Source: an optimization exercise on an open RTL-to-GDS flow (aim: small area and a short achievable clock period). Production flows keep margins and buffers that such runs may drop.
Only simulation tests tie the RTL to the original design; equivalence was not proved.
Power figures rest on the tool's default switching activity, not on a simulated workload.

Design bolt_exec, start of the top module:
module bolt_exec (
    input  logic        clk,
    input  logic        rst,      
    input  logic [31:0] instr,    
    input  logic [31:0] rs1,      
    input  logic [31:0] rs2,      
    input  logic [31:0] pc,       
    output logic [31:0] result,   
    output logic [31:0] next_pc,  
    output logic        branch,   
    output logic        reg_wr,   
    output logic        mem_wr,   
    output logic        mem_rd    
);
    logic [6:0] op;
    logic [2:0] f3;
    logic [6:0] f7;
    assign op = instr[6:0];
    assign f3 = instr[14:12];
    assign f7 = instr[31:25];
    logic op03, op13, op17, op23, op33, op37, op63, op67, op6f, op1b, op3b;
    assign op03 = (op == 7'h03);
    assign op13 = (op == 7'h13);
    assign op17 = (op == 7'h17);
    assign op23 = (op == 7'h23);
    assign op33 = (op == 7'h33);
    assign op37 = (op == 7'h37);
    assign op63 = (op == 7'h63);
    assign op67 = (op == 7'h67);
    assign op6f = (op == 7'h6F);
    assign op1b = (op == 7'h1B);
    assign op3b = (op == 7'h3B);
    logic i31, f7z, f7s;
    assign i31 = instr[31];
    assign f7z = (f7 == 7'h00);
    assign f7s = (f7 == 7'h20);
    logic use_rs2, is_s, sub;
    assign use_rs2 = op[5] & op[4];
    assign is_s    = ~op[6] & op[5];
    assign sub     = (op[4] & ~f3[2] & f3[1]) | (op[4] & op[5] & instr[30]);
    logic [31:0] bv, bx, ap, ag, sum;
    logic        cout;
    assign bv = use_rs2 ? rs2 : {{20{i31}}, instr[31:25], is_s ? instr[11:7] : instr[24:20]};
    assign bx = bv ^ {32{sub}};
    assign ap = rs1 ^ bx;    
    assign ag = rs1 & bx;    
    logic [31:0] aG;
  ...
For scale: about 2200 cells after synthesis, roughly 68 flip-flops, ~200 I/O pins, roughly 12000 um2 of cells after synthesis.
export LEC_CHECK = 0
export ABC_AREA = 1
export CAP_MARGIN = 20
export CORE_MARGIN = 2
export CORE_UTILIZATION = 40
export CTS_BUF_LIST = sky130_fd_sc_hd__clkbuf_8
export HOLD_SLACK_MARGIN = 0
export SETUP_SLACK_MARGIN = 2.8
export SLEW_MARGIN = 20
export TNS_END_PERCENT = 20
export BUFFER_PORTS_ARGS = -buffer_cell sky130_fd_sc_hd__buf_1
create_clock -name core_clock -period 6.5 [get_ports {clk}]
standard.sh (not shown) runs the stock make flow with config.mk's settings and CLKGATE_MAP_FILE= SYNTH_SCRIPT=/design/flow/synth_recipe.tcl, a recipe that flattens the netlist after the stock synthesis.
==> flow/flow/run.sh <==
#!/bin/bash
# Layout flow: the standard layout (standard.sh), with two changes to how the
# cells are chosen:
#  - the full and half adder cells are not used, so Yosys does not pre-map adder
#    bits to them and abc maps the whole datapath itself;
#  - the buffer that buffer_ports puts on every input and output port is buf_1.
# Every tool's full output goes to standard.log (make) and the ORFS logs under orfs/logs.
set -euo pipefail
cat >> config.mk <<'CFG'
export DONT_USE_CELLS += sky130_fd_sc_hd__fa_1 sky130_fd_sc_hd__fa_2 sky130_fd_sc_hd__fa_4 sky130_fd_sc_hd__ha_1 sky130_fd_sc_hd__ha_2 sky130_fd_sc_hd__ha_4
export BUFFER_PORTS_ARGS = -buffer_cell sky130_fd_sc_hd__buf_1
CFG
bash standard.sh > standard.log 2>&1
The baseline produced a clean layout.
Change:
--- a/flow/config.mk
+++ b/flow/config.mk
@@ -12 +11,0 @@
-export CTS_BUF_LIST = sky130_fd_sc_hd__clkbuf_8
@@ -14 +13 @@
-export SETUP_SLACK_MARGIN = 2.8
+export SETUP_SLACK_MARGIN = 2.5
@@ -16 +14,0 @@
-export TNS_END_PERCENT = 20
=> Cell count went down by 1.0%. Hold slack got worse by 0.013 ns. Wire length went down by 2.8%. Clock-buffer cell count went up by 1. Via count went down by 1.5%. Synthesized cell count does not change. Maximum frequency went down by 6.6%. Global-route usage went down by 0.67 points.
Change:
--- a/flow/config.mk
+++ b/flow/config.mk
@@ -11 +11,2 @@
-export CORE_UTILIZATION = 40
+export CORE_UTILIZATION = 50
+export CTS_BUF_LIST = sky130_fd_sc_hd__clkbuf_8
@@ -13 +14 @@
-export SETUP_SLACK_MARGIN = 2.5
+export SETUP_SLACK_MARGIN = 2.8
What happened: Sequential share of layout area is lower by 0.32 points. Setup slack gains 0.28 ns. Synthesized cell count does not change. Clock-buffer cell count fell by 3. Worst hold slack is better by 0.0051 ns. Maximum frequency increases by about 7.5%. Via count is higher by about 4.3%. Core utilization climbs by 14 points. Combinational power increases by about 7%. Register-to-register slack loses 0.03 ns. Final cell count went down by 2.2%.
Change:
--- a/flow/config.mk
+++ b/flow/config.mk
@@ -11 +11 @@
-export CORE_UTILIZATION = 50
+export CORE_UTILIZATION = 40
@@ -15,0 +16 @@
+export TNS_END_PERCENT = 50
Die area increases by 24%.
Combinational power hardly moves.
Synthesized area does not change.
Via count went down by 1.9%.
Global-route usage went down by 6.0 points.
Total power goes up by 2.8%.
Synthesized cell count stays the same.
Final area rose by 0.49%.
Sequential share of layout area hardly moves.
Worst setup slack got worse by 0.025 ns.
Change:
--- a/flow/config.mk
+++ b/flow/config.mk
@@ -12 +11,0 @@
-export CTS_BUF_LIST = sky130_fd_sc_hd__clkbuf_8
@@ -14 +13 @@
-export SETUP_SLACK_MARGIN = 2.8
+export SETUP_SLACK_MARGIN = 3.1
@@ -16 +14,0 @@
-export TNS_END_PERCENT = 50
After rerunning: Cell area increases by about a fifth; sequential share of layout area decreases by 1.6 points; setup slack improved by 0.22 ns; die area does not change; routed wire length increases by a little under a tenth; count of clock-buffer cells in the layout increases by 1; worst hold slack got worse by 0.0053 ns.
Change:
--- a/flow/config.mk
+++ b/flow/config.mk
@@ -11,0 +12 @@
+export CTS_BUF_LIST = sky130_fd_sc_hd__clkbuf_8
@@ -13 +14,2 @@
-export SETUP_SLACK_MARGIN = 3.1
+export PLACE_DENSITY = 0.85
+export SETUP_SLACK_MARGIN = 2.8
The new run finished with timing, DRC and antenna clean; setup slack gets worse by 0.30 ns; count of clock-buffer cells in the layout shrinks by 3; cell count goes down by 3.4%; wire length drops by 16%; total power shrinks by 19%; worst hold slack gains 0.038 ns; sequential power hardly moves; cell area came out lower by 16%; combinational power falls by 18%; critical path depth rose by 1; flip-flop and latch count does not change.

-- what the ideal ports hide --
No port has a modelled driver above. Below, the same layouts with a new extraction and two added sets of constraints. Step 1 (the two cells are an assumption about what drives the block):
set clk [get_ports {clk}]
set_driving_cell -lib_cell sky130_fd_sc_hd__clkbuf_16 $clk
set_driving_cell -lib_cell sky130_fd_sc_hd__buf_2 [delete_from_list [all_inputs] $clk]
Step 2 adds t to the input delays and takes it off the output delays; t is the mean of the earliest and latest rising clock arrival at the registers after step 1. Input paths then give back, and output paths get back, about the clock's delay inside the block. Slacks: ideal ports / drivers / drivers and shift; pairs: ideal ports / drivers.
| run | shift t [ns] | slack for setup (ns) | latest minus earliest clock arrival (ns) |
|---|---|---|---|
| the first run | 0.440 | 2.806 / 2.832 / 2.392 | 0.019 / 0.019 |
| the second run | 0.405 | 2.545 / 2.567 / 2.162 | 0.014 / 0.014 |
| the third run | 0.436 | 2.821 / 2.835 / 2.399 | 0.018 / 0.017 |
| the fourth run | 0.441 | 2.796 / 2.822 / 2.382 | 0.019 / 0.019 |
| the fifth run | 0.402 | 3.015 / 3.026 / 2.624 | 0.012 / 0.011 |
| the sixth run | 0.440 | 2.719 / 2.739 / 2.300 | 0.032 / 0.031 |
After both steps setup and hold are still met in every run listed. The setup slack of the third run, which loses most, moves by +0.014 ns with the drivers and by -0.422 ns with both steps.
